What follows belongs to an exercise in optimizing a design on an open flow for small area, a short achievable clock period and few clock cycles per item; a production flow would make more cautious choices. At most, simulation tests tie the RTL to the original design; equivalence was not proved.

==> job 7417: inputs <==
Design ascon_core, start of the top module:
module ascon_core (
	input wire clk,
	input wire rst_n,
	input wire [127:0] key,
	input wire [127:0] nonce,
	input wire [1:0] sel_type,
	input wire mode_sel_encrypt_decrypt,
	input wire [31:0] data_length,
	input wire [31:0] data_position,
	input wire [127:0] data_in,
	output wire [127:0] data_out,
	input wire process_en_init,
	input wire process_en_AD_AM,
	input wire process_en_encrypt_decrypt,
	input wire process_en_hash,
	input wire process_en_final,
	output wire [127:0] tag,
	output wire done,
	output wire err
);
localparam [63:0] IV_AEAD = 64'h00001000808c0001;
localparam [319:0] PRE_HASH = 320'h4740f245bc0c76ff_d578071adf1fb690_45ba4d506337ff24_8c4a8e07fbd955bb_d525610bfcfde575;
localparam [319:0] PRE_XOF  = 320'h0519bbffa8745179_c8a682bea352b71e_55a2131bc1115dac_d74a922e079c137a_1a3c0e8ba19b67b6;
localparam [319:0] PRE_CXOF = 320'h309b08246a320292_cf3993a8bbf5775b_52d6b4b4f664c208_0c64590081e89fe0_b073f5f7464b1ad6;
wire en_i = process_en_init;
wire en_a = process_en_AD_AM;
  ...
clock: 13.0 ns
lec_check: 0
cap_margin: 30
core_margin: 2
core_utilization: 40
setup_slack_margin: 0.5
slew_margin: 30
run.sh (not shown) runs the stock make flow with config.mk's settings and CLKGATE_MAP_FILE= SYNTH_SCRIPT=/design/flow/synth_recipe.tcl, a recipe that flattens the netlist after the stock synthesis.
==> job 1702: changes against job 7417 <==
--- a/flow/design.v
+++ b/flow/design.v
@@ -27,11 +27,11 @@
 	assign s_o[191:128] = y2 ^ {y2[0],    y2[63:1]}  ^ {y2[5:0],  y2[63:6]};
 	assign s_o[127:64]  = y3 ^ {y3[9:0],  y3[63:10]} ^ {y3[16:0], y3[63:17]};
 	assign s_o[63:0]    = y4 ^ {y4[6:0],  y4[63:7]}  ^ {y4[40:0], y4[63:41]};
 endmodule
 module ascon_rounds #(parameter NR = 4) (
-	input  wire [1:0]   k,
+	input  wire [2:0]   k,
 	input  wire [319:0] s_i,
 	output wire [319:0] s_o
 );
 	wire [319:0] s [0:NR];
 	assign s[0] = s_i;
@@ -63,46 +63,54 @@
 	input wire process_en_final,
 	output wire [127:0] tag,
 	output wire done,
 	output wire err
 );
+localparam NR  = 2;               
+localparam P12 = 12 / NR;         
+localparam P8  = 8 / NR;          
 localparam [63:0] IV_AEAD = 64'h00001000808c0001;
-localparam [319:0] PRE_HASH = 320'h4740f245bc0c76ff_d578071adf1fb690_45ba4d506337ff24_8c4a8e07fbd955bb_d525610bfcfde575;
-localparam [319:0] PRE_XOF  = 320'h0519bbffa8745179_c8a682bea352b71e_55a2131bc1115dac_d74a922e079c137a_1a3c0e8ba19b67b6;
-localparam [319:0] PRE_CXOF = 320'h309b08246a320292_cf3993a8bbf5775b_52d6b4b4f664c208_0c64590081e89fe0_b073f5f7464b1ad6;
+localparam [319:0] PRE_HASH = (NR == 2) ?
+	320'hd0dec9d479f0af4e_7f0feea630079ddc_2cf6dc20c037822f_948dfde831a83e05_dd78040e4043feae :
+	320'h4740f245bc0c76ff_d578071adf1fb690_45ba4d506337ff24_8c4a8e07fbd955bb_d525610bfcfde575;
+localparam [319:0] PRE_XOF  = (NR == 2) ?
+	320'he924e7d906926c2f_60584a8fcc003863_979d0158c8a59d3b_d433b017e5d03a4b_3927cd25b0d5185c :
+	320'h0519bbffa8745179_c8a682bea352b71e_55a2131bc1115dac_d74a922e079c137a_1a3c0e8ba19b67b6;
+localparam [319:0] PRE_CXOF = (NR == 2) ?
+	320'hdbe98318ee6adc1a_0203b625b2e4106c_c835fb883fad4657_068f9fbb0422d745_d75f32eab5baeec6 :
+	320'h309b08246a320292_cf3993a8bbf5775b_52d6b4b4f664c208_0c64590081e89fe0_b073f5f7464b1ad6;
 wire en_i = process_en_init;
 wire en_a = process_en_AD_AM;
 wire en_c = process_en_encrypt_decrypt;
 wire en_h = process_en_hash;
 wire en_f = process_en_final;
 wire multi = (en_i & (en_a | en_c | en_h | en_f)) | (en_a & (en_c | en_h | en_f)) |
              (en_c & (en_h | en_f)) | (en_h & en_f);
 assign err = (data_length < data_position) | multi;
-reg  [1:0]   pend;    
+reg  [2:0]   pend;    
 reg          fin;     
 reg          kx;      
 reg          ds;      
+reg  [2:0]   kp;      
 reg  [319:0] S;
 reg  [127:0] dout;
 wire aead  = (sel_type == 2'b00);
 wire [31:0] lmp = data_length - data_position;
 wire full16 = |lmp[31:4];
 wire full8  = |lmp[31:3];
 wire len0   = ~|data_length;
-wire p_le1  = ~pend[1];
-wire spec   = en_h & fin;             
-wire comp   = ~pend[1] & pend[0];     
+wire p_le1  = (pend <= 3'd1);
+wire comp   = (pend == 3'd1);         
 wire adz    = en_a & aead & len0;                     
 wire ab_ad  = en_a & p_le1 & ~(aead & len0);          
 wire ab_c   = en_c & ~fin & p_le1;                    
 wire ab_x   = ab_ad | ab_c;
 wire last_c = ab_c & ~full16;                         
 assign done = en_i | (en_a & (p_le1 | adz)) | ((en_c | en_h | en_f) & fin);
-wire [1:0] k = spec ? 2'd0 : ~pend;   
 wire [319:0] R;
-ascon_rounds #(.NR(4)) u_rounds (.k(k), .s_i(S), .s_o(R));
-wire kx_ap = comp & kx;
+ascon_rounds #(.NR(NR)) u_rounds (.k(kp), .s_i(S), .s_o(R));
+wire kx_ap = comp & (kx | en_f);
 wire ds_ap = comp & (ds | adz);
 wire [63:0] r3 = R[127:64] ^ ({64{kx_ap}} & key[127:64]) ^ ({64{last_c}} & key[63:0]);
 wire [63:0] r4 = R[63:0]   ^ ({64{kx_ap}} & key[63:0])   ^ {ds_ap, 63'b0};
 wire [63:0] r2 = R[191:128] ^ ({64{last_c}} & key[127:64]);
 wire [3:0] n = aead ? lmp[3:0] : {1'b0, lmp[2:0]};
@@ -149,52 +157,52 @@
 	else if (pass)
 		S <= {rate_n, r2, r3, r4};
 	dout <= en_h ? {R[319:256], 64'h0} : out_n;
 end
 assign data_out = dout;
-assign tag = {S[63:0] ^ key[63:0], S[127:64] ^ key[127:64]};
+assign tag = {S[63:0], S[127:64]};
 always @(posedge clk or negedge rst_n) begin
 	if (~rst_n) begin
-		pend <= 2'd0;
+		pend <= 3'd0;
 		fin  <= 1'b0;
 		kx   <= 1'b0;
 		ds   <= 1'b0;
 	end else if (err) begin
-		pend <= 2'd0;
+		pend <= 3'd0;
 		fin  <= 1'b0;
 		kx   <= 1'b0;
 		ds   <= 1'b0;
 	end else if (en_i) begin
-		pend <= aead ? 2'd3 : 2'd1;
+		pend <= aead ? P12[2:0] : 3'd1;
 		fin  <= 1'b0;
 		kx   <= aead;
 		ds   <= 1'b0;
 	end else if (pass) begin
 		if (comp) kx <= 1'b0;
 		if (en_a) begin
 			if (ab_ad) begin
-				pend <= aead ? 2'd2 : 2'd3;
+				pend <= aead ? P8[2:0] : P12[2:0];
 				ds   <= aead & ~full16;
 			end else begin
 				pend <= pend - (|pend);
 				if (adz) ds <= ~comp;
 				else if (comp) ds <= 1'b0;
 			end
 		end else if (en_c) begin
 			if (fin) begin
-				pend <= pend - 2'd1;
+				pend <= pend - 3'd1;
 				fin  <= 1'b0;
 			end else if (ab_c) begin
-				pend <= full16 ? 2'd2 : 2'd3;
+				pend <= full16 ? P8[2:0] : P12[2:0];
 				fin  <= 1'b1;
 				if (comp) ds <= 1'b0;
 			end else begin
-				pend <= pend - 2'd1;
+				pend <= pend - 3'd1;
 			end
 		end else if (en_h) begin
 			if (fin) begin
-				pend <= 2'd2;
+				pend <= P12[2:0] - 3'd1;
 				fin  <= 1'b0;
 			end else begin
 				pend <= pend - (|pend);
 				fin  <= p_le1;
 			end
@@ -206,6 +214,22 @@
 				fin  <= p_le1;
 			end
 		end
 	end
 end
+always @(posedge clk or negedge rst_n) begin
+	if (~rst_n)
+		kp <= 3'd0;
+	else if (en_i)
+		kp <= aead ? 3'd0 : P12[2:0] - 3'd1;
+	else if (pass) begin
+		if (ab_ad)
+			kp <= aead ? P12[2:0] - P8[2:0] : 3'd0;
+		else if (ab_c)
+			kp <= full16 ? P12[2:0] - P8[2:0] : 3'd0;
+		else if (en_h & ~fin & p_le1)
+			kp <= 3'd0;
+		else
+			kp <= kp + 3'd1;
+	end
+end
 endmodule
==> flow/flow/run.sh (new file) <==
#!/bin/bash
# The standard layout, with timing repair aimed at a tighter period than the clock.
set -euo pipefail
bash standard.sh SETUP_SLACK_MARGIN=7.5 finish > standard_flow.log 2>&1
==> flow/standard.sh (new file) <==
#!/bin/bash
# synth_recipe.tcl (not shown) runs the flow's synth.tcl, then flattens the netlist and writes it again
# the make line also repeats each setting of config.mk as NAME=value (left out here)
make -C /OpenROAD-flow-scripts/flow DESIGN_CONFIG=/design/flow/config.mk WORK_HOME=/design/flow/orfs CLKGATE_MAP_FILE= SYNTH_SCRIPT=/design/flow/synth_recipe.tcl "${@:-finish}"
--- a/flow/config.mk
+++ b/flow/config.mk
@@ -6,7 +6,6 @@
 export NUM_CORES = 8
 export LEC_CHECK = 0
 export CAP_MARGIN = 30
 export CORE_MARGIN = 2
 export CORE_UTILIZATION = 40
-export SETUP_SLACK_MARGIN = 0.5
 export SLEW_MARGIN = 30
removed: flow/run.sh
==> summary of the runs <==
In job 1702 the maximum frequency is larger than in job 7417, by 63%.
Final cell count: job 1702 is smaller than job 7417 (32%).
Of job 1702 and job 7417, job 7417 has the higher clock skew (gap 0.047 ns).
Against job 1702, the first-iteration DRC count of job 7417 is higher by about 90%.
Testbench counts of job 7417, summed over its fixed seeds: cycles 5,441, bytes 24,606.
No functional check of the RTL was part of job 1702.

==> v16 <==
==> flow/design.v <==
`timescale  1ns/1ps
module ascon_round (
	input  wire [7:0]   rc,
	input  wire [319:0] s_i,
	output wire [319:0] s_o
);
	wire [63:0] x0 = s_i[319:256];
	wire [63:0] x1 = s_i[255:192];
	wire [63:0] x2 = s_i[191:128] ^ {56'h0, rc};
	wire [63:0] x3 = s_i[127:64];
	wire [63:0] x4 = s_i[63:0];
	wire [63:0] a0 = x0 ^ x4;
	wire [63:0] a4 = x4 ^ x3;
	wire [63:0] a2 = x2 ^ x1;
	wire [63:0] t0 = a0 ^ (~x1 & a2);
	wire [63:0] t1 = x1 ^ (~a2 & x3);
	wire [63:0] t2 = a2 ^ (~x3 & a4);
	wire [63:0] t3 = x3 ^ (~a4 & a0);
	wire [63:0] t4 = a4 ^ (~a0 & x1);
	wire [63:0] y0 = t0 ^ t4;
	wire [63:0] y1 = t1 ^ t0;
	wire [63:0] y2 = ~t2;
	wire [63:0] y3 = t3 ^ t2;
	wire [63:0] y4 = t4;
	assign s_o[319:256] = y0 ^ {y0[18:0], y0[63:19]} ^ {y0[27:0], y0[63:28]};
	assign s_o[255:192] = y1 ^ {y1[60:0], y1[63:61]} ^ {y1[38:0], y1[63:39]};
	assign s_o[191:128] = y2 ^ {y2[0],    y2[63:1]}  ^ {y2[5:0],  y2[63:6]};
	assign s_o[127:64]  = y3 ^ {y3[9:0],  y3[63:10]} ^ {y3[16:0], y3[63:17]};
	assign s_o[63:0]    = y4 ^ {y4[6:0],  y4[63:7]}  ^ {y4[40:0], y4[63:41]};
endmodule
module ascon_rounds #(parameter NR = 4) (
	input  wire [1:0]   k,
	input  wire [319:0] s_i,
	output wire [319:0] s_o
);
	wire [319:0] s [0:NR];
	assign s[0] = s_i;
	genvar j;
	generate
		for (j = 0; j < NR; j = j + 1) begin : g_round
			wire [3:0] idx = k * NR + j;
			ascon_round u_round (.rc({4'hf - idx, idx}), .s_i(s[j]), .s_o(s[j+1]));
		end
	endgenerate
	assign s_o = s[NR];
endmodule
`timescale  1ns/1ps
module ascon_core (
	input wire clk,
	input wire rst_n,
	input wire [127:0] key,
	input wire [127:0] nonce,
	input wire [1:0] sel_type,
	input wire mode_sel_encrypt_decrypt,
	input wire [31:0] data_length,
	input wire [31:0] data_position,
	input wire [127:0] data_in,
	output wire [127:0] data_out,
	input wire process_en_init,
	input wire process_en_AD_AM,
	input wire process_en_encrypt_decrypt,
	input wire process_en_hash,
	input wire process_en_final,
	output wire [127:0] tag,
	output wire done,
	output wire err
);
localparam [63:0] IV_AEAD = 64'h00001000808c0001;
localparam [319:0] PRE_HASH = 320'h4740f245bc0c76ff_d578071adf1fb690_45ba4d506337ff24_8c4a8e07fbd955bb_d525610bfcfde575;
localparam [319:0] PRE_XOF  = 320'h0519bbffa8745179_c8a682bea352b71e_55a2131bc1115dac_d74a922e079c137a_1a3c0e8ba19b67b6;
localparam [319:0] PRE_CXOF = 320'h309b08246a320292_cf3993a8bbf5775b_52d6b4b4f664c208_0c64590081e89fe0_b073f5f7464b1ad6;
wire en_i = process_en_init;
wire en_a = process_en_AD_AM;
wire en_c = process_en_encrypt_decrypt;
wire en_h = process_en_hash;
wire en_f = process_en_final;
wire multi = (en_i & (en_a | en_c | en_h | en_f)) | (en_a & (en_c | en_h | en_f)) |
             (en_c & (en_h | en_f)) | (en_h & en_f);
assign err = (data_length < data_position) | multi;
reg  [1:0]   pend;    
reg          fin;     
reg          kx;      
reg          ds;      
reg  [1:0]   kp;      
reg  [319:0] S;
reg  [127:0] dout;
wire aead  = (sel_type == 2'b00);
wire [31:0] lmp = data_length - data_position;
wire full16 = |lmp[31:4];
wire full8  = |lmp[31:3];
wire len0   = ~|data_length;
wire p_le1  = ~pend[1];
wire comp   = ~pend[1] & pend[0];     
wire adz    = en_a & aead & len0;                     
wire ab_ad  = en_a & p_le1 & ~(aead & len0);          
wire ab_c   = en_c & ~fin & p_le1;                    
wire ab_x   = ab_ad | ab_c;
wire last_c = ab_c & ~full16;                         
assign done = en_i | (en_a & (p_le1 | adz)) | ((en_c | en_h | en_f) & fin);
wire [319:0] R;
ascon_rounds #(.NR(4)) u_rounds (.k(kp), .s_i(S), .s_o(R));
wire kx_ap = comp & kx;
wire ds_ap = comp & (ds | adz);
wire [63:0] r3 = R[127:64] ^ ({64{kx_ap}} & key[127:64]) ^ ({64{last_c}} & key[63:0]);
wire [63:0] r4 = R[63:0]   ^ ({64{kx_ap}} & key[63:0])   ^ {ds_ap, 63'b0};
wire [63:0] r2 = R[191:128] ^ ({64{last_c}} & key[127:64]);
wire [3:0] n = aead ? lmp[3:0] : {1'b0, lmp[2:0]};
wire fl = aead ? full16 : full8;
wire dec = en_c & mode_sel_encrypt_decrypt;
wire [127:0] rate = R[319:192];
reg  [127:0] rate_n, out_n;
integer b;
always @(*) begin
	for (b = 0; b < 16; b = b + 1) begin : g_byte
		reg in_b, pd_b;
		reg [7:0] r_b, d_b;
		if (b < 8) begin
			r_b = rate[64 + 8*b +: 8];
			d_b = data_in[64 + 8*b +: 8];
			in_b = fl | (b < n);
			pd_b = ~fl & (b == n);
		end else begin
			r_b = rate[8*(b-8) +: 8];
			d_b = data_in[8*(b-8) +: 8];
			in_b = aead & (fl | (b < n));
			pd_b = aead & ~fl & (b == n);
		end
		if (b < 8) begin
			out_n[64 + 8*b +: 8] = in_b ? (r_b ^ d_b) : 8'h00;
			if (!ab_x)                rate_n[64 + 8*b +: 8] = r_b;
			else if (dec & in_b)      rate_n[64 + 8*b +: 8] = d_b;
			else                      rate_n[64 + 8*b +: 8] = r_b ^ (in_b ? d_b : 8'h00) ^ {7'b0, pd_b};
		end else begin
			out_n[8*(b-8) +: 8] = in_b ? (r_b ^ d_b) : 8'h00;
			if (!ab_x)                rate_n[8*(b-8) +: 8] = r_b;
			else if (dec & in_b)      rate_n[8*(b-8) +: 8] = d_b;
			else                      rate_n[8*(b-8) +: 8] = r_b ^ (in_b ? d_b : 8'h00) ^ {7'b0, pd_b};
		end
	end
end
wire [319:0] load = aead ? {IV_AEAD, key, nonce} :
                    (sel_type == 2'b01) ? PRE_HASH :
                    (sel_type == 2'b10) ? PRE_XOF : PRE_CXOF;
wire pass = en_a | en_c | en_h | en_f;
always @(posedge clk) begin
	if (en_i)
		S <= load;
	else if (pass)
		S <= {rate_n, r2, r3, r4};
	dout <= en_h ? {R[319:256], 64'h0} : out_n;
end
assign data_out = dout;
assign tag = {S[63:0] ^ key[63:0], S[127:64] ^ key[127:64]};
always @(posedge clk or negedge rst_n) begin
	if (~rst_n) begin
		pend <= 2'd0;
		fin  <= 1'b0;
		kx   <= 1'b0;
		ds   <= 1'b0;
	end else if (err) begin
		pend <= 2'd0;
		fin  <= 1'b0;
		kx   <= 1'b0;
		ds   <= 1'b0;
	end else if (en_i) begin
		pend <= aead ? 2'd3 : 2'd1;
		fin  <= 1'b0;
		kx   <= aead;
		ds   <= 1'b0;
	end else if (pass) begin
		if (comp) kx <= 1'b0;
		if (en_a) begin
			if (ab_ad) begin
				pend <= aead ? 2'd2 : 2'd3;
				ds   <= aead & ~full16;
			end else begin
				pend <= pend - (|pend);
				if (adz) ds <= ~comp;
				else if (comp) ds <= 1'b0;
			end
		end else if (en_c) begin
			if (fin) begin
				pend <= pend - 2'd1;
				fin  <= 1'b0;
			end else if (ab_c) begin
				pend <= full16 ? 2'd2 : 2'd3;
				fin  <= 1'b1;
				if (comp) ds <= 1'b0;
			end else begin
				pend <= pend - 2'd1;
			end
		end else if (en_h) begin
			if (fin) begin
				pend <= 2'd2;
				fin  <= 1'b0;
			end else begin
				pend <= pend - (|pend);
				fin  <= p_le1;
			end
		end else begin  
			if (fin) begin
				fin  <= 1'b0;
			end else begin
				pend <= pend - (|pend);
				fin  <= p_le1;
			end
		end
	end
end
always @(posedge clk or negedge rst_n) begin
	if (~rst_n)
		kp <= 2'd0;
	else if (en_i)
		kp <= aead ? 2'd0 : 2'd2;
	else if (pass) begin
		if (ab_ad)
			kp <= aead ? 2'd1 : 2'd0;
		else if (ab_c)
			kp <= full16 ? 2'd1 : 2'd0;
		else if (en_h & ~fin & p_le1)
			kp <= 2'd0;
		else
			kp <= kp + 2'd1;
	end
end
endmodule
==> flow/run.sh <==
#!/bin/bash
# synth_recipe.tcl (not shown) runs the flow's synth.tcl, then flattens the netlist and writes it again
# the make line also repeats each setting of config.mk as NAME=value (left out here)
make -C /OpenROAD-flow-scripts/flow DESIGN_CONFIG=/design/flow/config.mk WORK_HOME=/design/flow/orfs CLKGATE_MAP_FILE= SYNTH_SCRIPT=/design/flow/synth_recipe.tcl finish
==> flow/config.mk <==
export PLATFORM = sky130hd
export DESIGN_NAME = ascon_core
export DESIGN_NICKNAME = ascon_core
export VERILOG_FILES = /design/flow/design.v
export SDC_FILE = /design/flow/constraint.sdc
export NUM_CORES = 8
export LEC_CHECK = 0
export ABC_CLOCK_PERIOD_IN_PS = 6000
export CAP_MARGIN = 30
export CORE_MARGIN = 2
export CORE_UTILIZATION = 40
export SETUP_SLACK_MARGIN = 5
export SLEW_MARGIN = 30
==> flow/constraint.sdc <==
create_clock -name core_clock -period 13.0 [get_ports {clk}]
set_input_delay 2.6000 -clock core_clock [delete_from_list [all_inputs] [get_ports {clk}]]
set_output_delay 2.6000 -clock core_clock [all_outputs]
set_load 0.01 [all_outputs]
==> inputs of v11, as changes to v16 <==
==> flow/design.v, changed modules only <==
module ascon_rounds #(parameter NR = 4) (
	input  wire [3:0]   rs,
	input  wire [319:0] s_i,
	output wire [319:0] s_m,
	output wire [319:0] s_o
);
	wire [319:0] s [0:NR];
	assign s[0] = s_i;
	genvar j;
	generate
		for (j = 0; j < NR; j = j + 1) begin : g_round
			wire [3:0] idx = rs + j;
			ascon_round u_round (.rc({~idx, idx}), .s_i(s[j]), .s_o(s[j+1]));
		end
	endgenerate
	assign s_m = s[NR-1];
	assign s_o = s[NR];
endmodule
module ascon_core (
	input wire clk,
	input wire rst_n,
	input wire [127:0] key,
	input wire [127:0] nonce,
	input wire [1:0] sel_type,
	input wire mode_sel_encrypt_decrypt,
	input wire [31:0] data_length,
	input wire [31:0] data_position,
	input wire [127:0] data_in,
	output wire [127:0] data_out,
	input wire process_en_init,
	input wire process_en_AD_AM,
	input wire process_en_encrypt_decrypt,
	input wire process_en_hash,
	input wire process_en_final,
	output wire [127:0] tag,
	output wire done,
	output wire err
);
localparam NR  = 2;               
localparam P12 = 12 / NR;         
localparam P8  = (8 + NR - 1) / NR;   
localparam [63:0] IV_AEAD = 64'h00001000808c0001;
localparam [319:0] PRE_HASH = (NR == 2) ?
	320'hd0dec9d479f0af4e_7f0feea630079ddc_2cf6dc20c037822f_948dfde831a83e05_dd78040e4043feae : (NR == 3) ?
	320'h68e7c04817fa1028_34d5a66ed67395ff_7decddb111155115_5cc7b9bc9847ff9e_2e031180ce14fa02 :
	320'h4740f245bc0c76ff_d578071adf1fb690_45ba4d506337ff24_8c4a8e07fbd955bb_d525610bfcfde575;
localparam [319:0] PRE_XOF  = (NR == 2) ?
	320'he924e7d906926c2f_60584a8fcc003863_979d0158c8a59d3b_d433b017e5d03a4b_3927cd25b0d5185c : (NR == 3) ?
	320'he933e79017a167c8_055e437ed5278b64_1a03ee3dcf9634af_d23498accdaaf40a_a26d7ce9b4192078 :
	320'h0519bbffa8745179_c8a682bea352b71e_55a2131bc1115dac_d74a922e079c137a_1a3c0e8ba19b67b6;
localparam [319:0] PRE_CXOF = (NR == 2) ?
	320'hdbe98318ee6adc1a_0203b625b2e4106c_c835fb883fad4657_068f9fbb0422d745_d75f32eab5baeec6 : (NR == 3) ?
	320'h6986ffeb003a0c41_790848de327de421_b04acfeedd8a5a88_9f7647711d3f6b00_c74ab073fc762ebe :
	320'h309b08246a320292_cf3993a8bbf5775b_52d6b4b4f664c208_0c64590081e89fe0_b073f5f7464b1ad6;
wire en_i = process_en_init;
wire en_a = process_en_AD_AM;
wire en_c = process_en_encrypt_decrypt;
wire en_h = process_en_hash;
wire en_f = process_en_final;
ascon_err u_err (
	.data_length(data_length), .data_position(data_position),
	.en({en_i, en_a, en_c, en_h, en_f}), .err(err)
);
reg  [2:0]   pend;    
reg          fin;     
reg          kx;      
reg          ds;      
reg  [3:0]   rs;      
reg  [319:0] S;
reg  [127:0] dout;
wire aead  = (sel_type == 2'b00);
wire [31:0] lmp = data_length - data_position;
wire full16 = |lmp[31:4];
wire full8  = |lmp[31:3];
wire len0   = ~|data_length;
wire p_le1  = (pend <= 3'd1);
wire comp   = (pend == 3'd1);         
wire adz    = en_a & aead & len0;                     
wire ab_ad  = en_a & p_le1 & ~(aead & len0);          
wire ab_c   = en_c & ~fin & p_le1;                    
wire ab_x   = ab_ad | ab_c;
wire last_c = ab_c & ~full16;                         
assign done = en_i | (en_a & (p_le1 | adz)) | ((en_c | en_h | en_f) & fin);
wire [319:0] R, Rm, Ro;
ascon_rounds #(.NR(NR)) u_rounds (.rs(rs), .s_i(S), .s_m(Rm), .s_o(Ro));
assign R = (NR == 3 && rs == 4'd10) ? Rm : Ro;
wire kx_ap = comp & (kx | en_f);
wire ds_ap = comp & (ds | adz);
wire [63:0] r3 = R[127:64] ^ ({64{kx_ap}} & key[127:64]) ^ ({64{last_c}} & key[63:0]);
wire [63:0] r4 = R[63:0]   ^ ({64{kx_ap}} & key[63:0])   ^ {ds_ap, 63'b0};
wire [63:0] r2 = R[191:128] ^ ({64{last_c}} & key[127:64]);
wire [3:0] n = aead ? lmp[3:0] : {1'b0, lmp[2:0]};
wire fl = aead ? full16 : full8;
wire dec = en_c & mode_sel_encrypt_decrypt;
wire [127:0] rate = R[319:192];
reg  [127:0] rate_n, out_n;
integer b;
always @(*) begin
	for (b = 0; b < 16; b = b + 1) begin : g_byte
		reg in_b, pd_b;
		reg [7:0] r_b, d_b;
		if (b < 8) begin
			r_b = rate[64 + 8*b +: 8];
			d_b = data_in[64 + 8*b +: 8];
			in_b = fl | (b < n);
			pd_b = ~fl & (b == n);
		end else begin
			r_b = rate[8*(b-8) +: 8];
			d_b = data_in[8*(b-8) +: 8];
			in_b = aead & (fl | (b < n));
			pd_b = aead & ~fl & (b == n);
		end
		if (b < 8) begin
			out_n[64 + 8*b +: 8] = in_b ? (r_b ^ d_b) : 8'h00;
			if (!ab_x)                rate_n[64 + 8*b +: 8] = r_b;
			else if (dec & in_b)      rate_n[64 + 8*b +: 8] = d_b;
			else                      rate_n[64 + 8*b +: 8] = r_b ^ (in_b ? d_b : 8'h00) ^ {7'b0, pd_b};
		end else begin
			out_n[8*(b-8) +: 8] = in_b ? (r_b ^ d_b) : 8'h00;
			if (!ab_x)                rate_n[8*(b-8) +: 8] = r_b;
			else if (dec & in_b)      rate_n[8*(b-8) +: 8] = d_b;
			else                      rate_n[8*(b-8) +: 8] = r_b ^ (in_b ? d_b : 8'h00) ^ {7'b0, pd_b};
		end
	end
end
wire [319:0] load = aead ? {IV_AEAD, key, nonce} :
                    (sel_type == 2'b01) ? PRE_HASH :
                    (sel_type == 2'b10) ? PRE_XOF : PRE_CXOF;
wire pass = en_a | en_c | en_h | en_f;
always @(posedge clk) begin
	if (en_i)
		S <= load;
	else if (pass)
		S <= {rate_n, r2, r3, r4};
	dout <= en_h ? {R[319:256], 64'h0} : out_n;
end
assign data_out = dout;
assign tag = {S[63:0], S[127:64]};
always @(posedge clk or negedge rst_n) begin
	if (~rst_n) begin
		pend <= 3'd0;
		fin  <= 1'b0;
		kx   <= 1'b0;
		ds   <= 1'b0;
	end else if (en_i) begin
		pend <= aead ? P12[2:0] : 3'd1;
		fin  <= 1'b0;
		kx   <= aead;
		ds   <= 1'b0;
	end else if (pass) begin
		if (comp) kx <= 1'b0;
		if (en_a) begin
			if (ab_ad) begin
				pend <= aead ? P8[2:0] : P12[2:0];
				ds   <= aead & ~full16;
			end else begin
				pend <= pend - (|pend);
				if (adz) ds <= ~comp;
				else if (comp) ds <= 1'b0;
			end
		end else if (en_c) begin
			if (fin) begin
				pend <= pend - 3'd1;
				fin  <= 1'b0;
			end else if (ab_c) begin
				pend <= full16 ? P8[2:0] : P12[2:0];
				fin  <= 1'b1;
				if (comp) ds <= 1'b0;
			end else begin
				pend <= pend - 3'd1;
			end
		end else if (en_h) begin
			if (fin) begin
				pend <= P12[2:0] - 3'd1;
				fin  <= 1'b0;
			end else begin
				pend <= pend - (|pend);
				fin  <= p_le1;
			end
		end else begin  
			if (fin) begin
				fin  <= 1'b0;
			end else begin
				pend <= pend - (|pend);
				fin  <= p_le1;
			end
		end
	end
end
always @(posedge clk or negedge rst_n) begin
	if (~rst_n)
		rs <= 4'd0;
	else if (en_i)
		rs <= aead ? 4'd0 : 4'd12 - NR[3:0];
	else if (pass) begin
		if (ab_ad)
			rs <= aead ? 4'd4 : 4'd0;
		else if (ab_c)
			rs <= full16 ? 4'd4 : 4'd0;
		else if (en_h & ~fin & p_le1)
			rs <= 4'd0;
		else
			rs <= rs + NR[3:0];
	end
end
endmodule
module ascon_err (
	input  wire [31:0] data_length,
	input  wire [31:0] data_position,
	input  wire [4:0]  en,
	output wire        err
);
	wire multi = (en[4] & (|en[3:0])) | (en[3] & (|en[2:0])) | (en[2] & (|en[1:0])) | (en[1] & en[0]);
	reg len_lt;
	always @(*) begin : cmp
		reg [31:0] lt, eq;
		integer w, i;
		lt = ~data_length & data_position;
		eq = ~(data_length ^ data_position);
		for (w = 1; w < 32; w = w * 2)
			for (i = 0; i < 32; i = i + 2 * w) begin
				lt[i] = lt[i + w] | (eq[i + w] & lt[i]);
				eq[i] = eq[i + w] & eq[i];
			end
		len_lt = lt[0];
	end
	assign err = len_lt | multi;
endmodule
==> flow/flow/run.sh (new file) <==
#!/bin/bash
# The standard layout with three changes: the err logic (module ascon_err)
# is mapped on its own, timing repair aims at a shorter period than the clock's,
# and the port buffers are buf_2 cells.
set -euo pipefail
bash standard.sh SYNTH_KEEP_MODULES=ascon_err SETUP_SLACK_MARGIN=6.5 \
	'BUFFER_PORTS_ARGS=-buffer_cell sky130_fd_sc_hd__buf_2' finish > standard_flow.log 2>&1
==> flow/standard.sh (new file) <==
#!/bin/bash
# synth_recipe.tcl (not shown) runs the flow's synth.tcl, then flattens the netlist and writes it again
# the make line also repeats each setting of config.mk as NAME=value (left out here)
make -C /OpenROAD-flow-scripts/flow DESIGN_CONFIG=/design/flow/config.mk WORK_HOME=/design/flow/orfs CLKGATE_MAP_FILE= SYNTH_SCRIPT=/design/flow/synth_recipe.tcl "${@:-finish}"
--- a/flow/config.mk
+++ b/flow/config.mk
@@ -7,7 +7,5 @@
 export LEC_CHECK = 0
-export ABC_CLOCK_PERIOD_IN_PS = 6000
 export CAP_MARGIN = 30
 export CORE_MARGIN = 2
-export CORE_UTILIZATION = 40
-export SETUP_SLACK_MARGIN = 5
+export CORE_UTILIZATION = 45
 export SLEW_MARGIN = 30
removed: flow/run.sh
==> inputs of v36, as changes to v16 <==
--- a/flow/config.mk
+++ b/flow/config.mk
@@ -7,3 +7,2 @@
 export LEC_CHECK = 0
-export ABC_CLOCK_PERIOD_IN_PS = 6000
 export CAP_MARGIN = 30
@@ -11,3 +10,3 @@
 export CORE_UTILIZATION = 40
-export SETUP_SLACK_MARGIN = 5
+export SETUP_SLACK_MARGIN = 4
 export SLEW_MARGIN = 30
==> inputs of v9, as changes to v16 <==
==> flow/design.v, changed modules only <==
module ascon_rounds #(parameter NR = 4) (
	input  wire [3:0]   rs,
	input  wire [319:0] s_i,
	output wire [319:0] s_m,
	output wire [319:0] s_o
);
	wire [319:0] s [0:NR];
	assign s[0] = s_i;
	genvar j;
	generate
		for (j = 0; j < NR; j = j + 1) begin : g_round
			wire [3:0] idx = rs + j;
			ascon_round u_round (.rc({~idx, idx}), .s_i(s[j]), .s_o(s[j+1]));
		end
	endgenerate
	assign s_m = s[NR-1];
	assign s_o = s[NR];
endmodule
module ascon_core (
	input wire clk,
	input wire rst_n,
	input wire [127:0] key,
	input wire [127:0] nonce,
	input wire [1:0] sel_type,
	input wire mode_sel_encrypt_decrypt,
	input wire [31:0] data_length,
	input wire [31:0] data_position,
	input wire [127:0] data_in,
	output wire [127:0] data_out,
	input wire process_en_init,
	input wire process_en_AD_AM,
	input wire process_en_encrypt_decrypt,
	input wire process_en_hash,
	input wire process_en_final,
	output wire [127:0] tag,
	output wire done,
	output wire err
);
localparam NR  = 2;               
localparam P12 = 12 / NR;         
localparam P8  = (8 + NR - 1) / NR;   
localparam [63:0] IV_AEAD = 64'h00001000808c0001;
localparam [319:0] PRE_HASH = (NR == 2) ?
	320'hd0dec9d479f0af4e_7f0feea630079ddc_2cf6dc20c037822f_948dfde831a83e05_dd78040e4043feae : (NR == 3) ?
	320'h68e7c04817fa1028_34d5a66ed67395ff_7decddb111155115_5cc7b9bc9847ff9e_2e031180ce14fa02 :
	320'h4740f245bc0c76ff_d578071adf1fb690_45ba4d506337ff24_8c4a8e07fbd955bb_d525610bfcfde575;
localparam [319:0] PRE_XOF  = (NR == 2) ?
	320'he924e7d906926c2f_60584a8fcc003863_979d0158c8a59d3b_d433b017e5d03a4b_3927cd25b0d5185c : (NR == 3) ?
	320'he933e79017a167c8_055e437ed5278b64_1a03ee3dcf9634af_d23498accdaaf40a_a26d7ce9b4192078 :
	320'h0519bbffa8745179_c8a682bea352b71e_55a2131bc1115dac_d74a922e079c137a_1a3c0e8ba19b67b6;
localparam [319:0] PRE_CXOF = (NR == 2) ?
	320'hdbe98318ee6adc1a_0203b625b2e4106c_c835fb883fad4657_068f9fbb0422d745_d75f32eab5baeec6 : (NR == 3) ?
	320'h6986ffeb003a0c41_790848de327de421_b04acfeedd8a5a88_9f7647711d3f6b00_c74ab073fc762ebe :
	320'h309b08246a320292_cf3993a8bbf5775b_52d6b4b4f664c208_0c64590081e89fe0_b073f5f7464b1ad6;
wire en_i = process_en_init;
wire en_a = process_en_AD_AM;
wire en_c = process_en_encrypt_decrypt;
wire en_h = process_en_hash;
wire en_f = process_en_final;
ascon_err u_err (
	.data_length(data_length), .data_position(data_position),
	.en({en_i, en_a, en_c, en_h, en_f}), .err(err)
);
reg  [2:0]   pend;    
reg          fin;     
reg          kx;      
reg          ds;      
reg  [3:0]   rs;      
reg  [319:0] S;
reg  [127:0] dout;
wire aead  = (sel_type == 2'b00);
wire [31:0] lmp = data_length - data_position;
wire full16 = |lmp[31:4];
wire full8  = |lmp[31:3];
wire len0   = ~|data_length;
wire p_le1  = (pend <= 3'd1);
wire comp   = (pend == 3'd1);         
wire adz    = en_a & aead & len0;                     
wire ab_ad  = en_a & p_le1 & ~(aead & len0);          
wire ab_c   = en_c & ~fin & p_le1;                    
wire ab_x   = ab_ad | ab_c;
wire last_c = ab_c & ~full16;                         
assign done = en_i | (en_a & (p_le1 | adz)) | ((en_c | en_h | en_f) & fin);
wire [319:0] R, Rm, Ro;
ascon_rounds #(.NR(NR)) u_rounds (.rs(rs), .s_i(S), .s_m(Rm), .s_o(Ro));
assign R = (NR == 3 && rs == 4'd10) ? Rm : Ro;
wire kx_ap = comp & (kx | en_f);
wire ds_ap = comp & (ds | adz);
wire [63:0] r3 = R[127:64] ^ ({64{kx_ap}} & key[127:64]) ^ ({64{last_c}} & key[63:0]);
wire [63:0] r4 = R[63:0]   ^ ({64{kx_ap}} & key[63:0])   ^ {ds_ap, 63'b0};
wire [63:0] r2 = R[191:128] ^ ({64{last_c}} & key[127:64]);
wire [3:0] n = aead ? lmp[3:0] : {1'b0, lmp[2:0]};
wire fl = aead ? full16 : full8;
wire dec = en_c & mode_sel_encrypt_decrypt;
wire [127:0] rate = R[319:192];
reg  [127:0] rate_n, out_n;
integer b;
always @(*) begin
	for (b = 0; b < 16; b = b + 1) begin : g_byte
		reg in_b, pd_b;
		reg [7:0] r_b, d_b;
		if (b < 8) begin
			r_b = rate[64 + 8*b +: 8];
			d_b = data_in[64 + 8*b +: 8];
			in_b = fl | (b < n);
			pd_b = ~fl & (b == n);
		end else begin
			r_b = rate[8*(b-8) +: 8];
			d_b = data_in[8*(b-8) +: 8];
			in_b = aead & (fl | (b < n));
			pd_b = aead & ~fl & (b == n);
		end
		if (b < 8) begin
			out_n[64 + 8*b +: 8] = in_b ? (r_b ^ d_b) : 8'h00;
			if (!ab_x)                rate_n[64 + 8*b +: 8] = r_b;
			else if (dec & in_b)      rate_n[64 + 8*b +: 8] = d_b;
			else                      rate_n[64 + 8*b +: 8] = r_b ^ (in_b ? d_b : 8'h00) ^ {7'b0, pd_b};
		end else begin
			out_n[8*(b-8) +: 8] = in_b ? (r_b ^ d_b) : 8'h00;
			if (!ab_x)                rate_n[8*(b-8) +: 8] = r_b;
			else if (dec & in_b)      rate_n[8*(b-8) +: 8] = d_b;
			else                      rate_n[8*(b-8) +: 8] = r_b ^ (in_b ? d_b : 8'h00) ^ {7'b0, pd_b};
		end
	end
end
wire [319:0] load = aead ? {IV_AEAD, key, nonce} :
                    (sel_type == 2'b01) ? PRE_HASH :
                    (sel_type == 2'b10) ? PRE_XOF : PRE_CXOF;
wire pass = en_a | en_c | en_h | en_f;
always @(posedge clk) begin
	if (en_i)
		S <= load;
	else if (pass)
		S <= {rate_n, r2, r3, r4};
	dout <= en_h ? {R[319:256], 64'h0} : out_n;
end
assign data_out = dout;
assign tag = {S[63:0], S[127:64]};
always @(posedge clk or negedge rst_n) begin
	if (~rst_n) begin
		pend <= 3'd0;
		fin  <= 1'b0;
		kx   <= 1'b0;
		ds   <= 1'b0;
	end else if (en_i) begin
		pend <= aead ? P12[2:0] : 3'd1;
		fin  <= 1'b0;
		kx   <= aead;
		ds   <= 1'b0;
	end else if (pass) begin
		if (comp) kx <= 1'b0;
		if (en_a) begin
			if (ab_ad) begin
				pend <= aead ? P8[2:0] : P12[2:0];
				ds   <= aead & ~full16;
			end else begin
				pend <= pend - (|pend);
				if (adz) ds <= ~comp;
				else if (comp) ds <= 1'b0;
			end
		end else if (en_c) begin
			if (fin) begin
				pend <= pend - 3'd1;
				fin  <= 1'b0;
			end else if (ab_c) begin
				pend <= full16 ? P8[2:0] : P12[2:0];
				fin  <= 1'b1;
				if (comp) ds <= 1'b0;
			end else begin
				pend <= pend - 3'd1;
			end
		end else if (en_h) begin
			if (fin) begin
				pend <= P12[2:0] - 3'd1;
				fin  <= 1'b0;
			end else begin
				pend <= pend - (|pend);
				fin  <= p_le1;
			end
		end else begin  
			if (fin) begin
				fin  <= 1'b0;
			end else begin
				pend <= pend - (|pend);
				fin  <= p_le1;
			end
		end
	end
end
always @(posedge clk or negedge rst_n) begin
	if (~rst_n)
		rs <= 4'd0;
	else if (en_i)
		rs <= aead ? 4'd0 : 4'd12 - NR[3:0];
	else if (pass) begin
		if (ab_ad)
			rs <= aead ? 4'd4 : 4'd0;
		else if (ab_c)
			rs <= full16 ? 4'd4 : 4'd0;
		else if (en_h & ~fin & p_le1)
			rs <= 4'd0;
		else
			rs <= rs + NR[3:0];
	end
end
endmodule
module ascon_err (
	input  wire [31:0] data_length,
	input  wire [31:0] data_position,
	input  wire [4:0]  en,
	output wire        err
);
	wire multi = (en[4] & (|en[3:0])) | (en[3] & (|en[2:0])) | (en[2] & (|en[1:0])) | (en[1] & en[0]);
	reg len_lt;
	always @(*) begin : cmp
		reg [31:0] lt, eq;
		integer w, i;
		lt = ~data_length & data_position;
		eq = ~(data_length ^ data_position);
		for (w = 1; w < 32; w = w * 2)
			for (i = 0; i < 32; i = i + 2 * w) begin
				lt[i] = lt[i + w] | (eq[i + w] & lt[i]);
				eq[i] = eq[i + w] & eq[i];
			end
		len_lt = lt[0];
	end
	assign err = len_lt | multi;
endmodule
--- a/flow/config.mk
+++ b/flow/config.mk
@@ -7,3 +7,2 @@
 export LEC_CHECK = 0
-export ABC_CLOCK_PERIOD_IN_PS = 6000
 export CAP_MARGIN = 30
==> flow_metrics.py <==
metrics = {
    "worst_setup_path": {
        "path_cells": "xnor2_2, nand2_1, xor2_2, xnor3_1, inv_1, ha_1, xor2_1, xnor2_2, xnor3_1, xor2_1, and2b_1, xnor2_2, xnor2_1, xnor2_1, ha_1, xnor2_2, xor2_1, xnor2_1, nor2_1, a21oi_2",
        "cp.depth": 20,
    },
    "timing": {
        "drv_slew": 3,
    },
    "run_status": {
        "status": "failed layout checks",
        "checkFailReasons": "max-capacitance violations, max-slew violations",
    },
    "logic_synthesis": {
        "ys_ff_latch": 455,
    },
    "run": {
        "cap_violations": 1,
    },
}
-- figures above: v16

==> flow_metrics.py <==
metrics = {
    "timing": {
        "setup_viol_count_final": 0,
        "timing.fmax_ghz": 0.145,
    },
    "finish": {
        "regArea_mm2": 0.0124,
    },
    "logic_synthesis": {
        "syn_inst": 6943,
        "synth_edf_count": 320,
        "ys_ff_latch": 457,
    },
    "run_status": {
        "status": "complete, no violations",
    },
    "floorplanning": {
        "die_width_um": 367,
    },
    "worst_setup_path": {
        "path_cells": "buf_8, clkinv_2, o211ai_1, buf_2",
        "cp.arrival_ns": 4.30,
        "cp_slowest_cell": "clkinv_2",
    },
}
-- figures above: v11

==> flow_metrics.py <==
metrics = {
    "timing": {
        "drv_slew": 0,
        "worst_slew_pin_slew_ns": 1.19,
    },
    "clocking": {
        "cts.sinks": 457,
    },
    "run_status": {
        "status": "complete, no violations",
    },
    "logic_synthesis": {
        "ys_ff_latch": 457,
    },
    "worst_setup_path": {
        "path_cells": "clkdlybuf4s50_1, inv_1, ha_4, inv_1, o21bai_1, a21oi_1, o21bai_1, a21oi_1, nor3_2, a211oi_2, o41ai_2, a221oi_2, o311ai_1, buf_2",
        "cp.depth": 14,
        "crit_path_end_kind": "output pin",
    },
    "finish": {
        "seq_cells": 457,
    },
    "run": {
        "cap_violations": 0,
    },
}
-- figures above: v9

==> flow_metrics.py <==
metrics = {
    "logic_synthesis": {
        "ys_ff_latch": 455,
    },
    "run": {
        "cap_violations": 0,
    },
    "detailed_routing": {
        "ant_nets": 0,
        "drt_iter0_drc": 16100,
    },
    "run_status": {
        "status": "complete, no violations",
    },
    "finish": {
        "final-clk-cell-share_pct": 1.58,
    },
    "worst_setup_path": {
        "path_cells": "inv_1, ha_1, xnor2_4, xnor2_2, xnor3_1, inv_1, ha_1, xnor2_1, xnor2_1, xnor3_1, xor2_1, and2b_1, xnor2_1, xnor3_1, xor2_1, xnor3_2, xor2_1, xnor2_1, buf_4, mux2_1, a21oi_2, buf_4, o21ai_1",
        "cp.arrival_ns": 10.01,
        "cp.depth": 23,
    },
    "timing": {
        "drv_slew": 0,
    },
}
-- figures above: v36

Testbench counts of v11, summed over its fixed seeds: cycles 10,447, bytes 24,606.
Testbench counts of v9, summed over its fixed seeds: cycles 10,447, bytes 24,606.
For v16 and v36, only the layout was checked, not whether the RTL still works.

separate check: timing with driven ports:
No port has a modelled driver above. Below, the same layouts with a new extraction and two added sets of constraints. Step 1: set_driving_cell puts a clkbuf_16 on clk and a buf_2 on each other input, an assumption about the parent block. Step 2 moves the port delays by t, midway between the first and last clock arrival at a register: inputs arrive t later, outputs are due t later. That takes back most of the time a late clock gives input paths. a / b / c = no drivers / after step 1 / after step 2; a / b = the first two.
run | t, ns | setup WS [ns] | worst hold slack (ns) | pins driven straight from the clock port
job 7417 | 0.839 | 0.697 / 0.773 / -0.066 | 0.517 / 0.517 / 0.517 | 1
job 1702 | 0.820 | 5.437 / 5.356 / 5.356 | 0.567 / 0.567 / 0.567 | 1
v16 | 0.862 | 4.133 / 4.133 / 4.133 | 0.597 / 0.597 / 0.597 | 1
v11 | 0.793 | 6.098 / 6.048 / 5.727 | 0.512 / 0.512 / 0.512 | 1
v36 | 0.838 | 3.440 / 3.440 / 3.264 | 0.579 / 0.579 / 0.579 | 1
v9 | 0.815 | 5.054 / 5.030 / 4.556 | 0.519 / 0.519 / 0.519 | 1
With both steps, setup timing fails in job 7417, where it was met with ideal ports. For job 7417, which loses most, drivers alone change the setup slack by +0.076 ns; drivers and shift together by -0.763 ns.
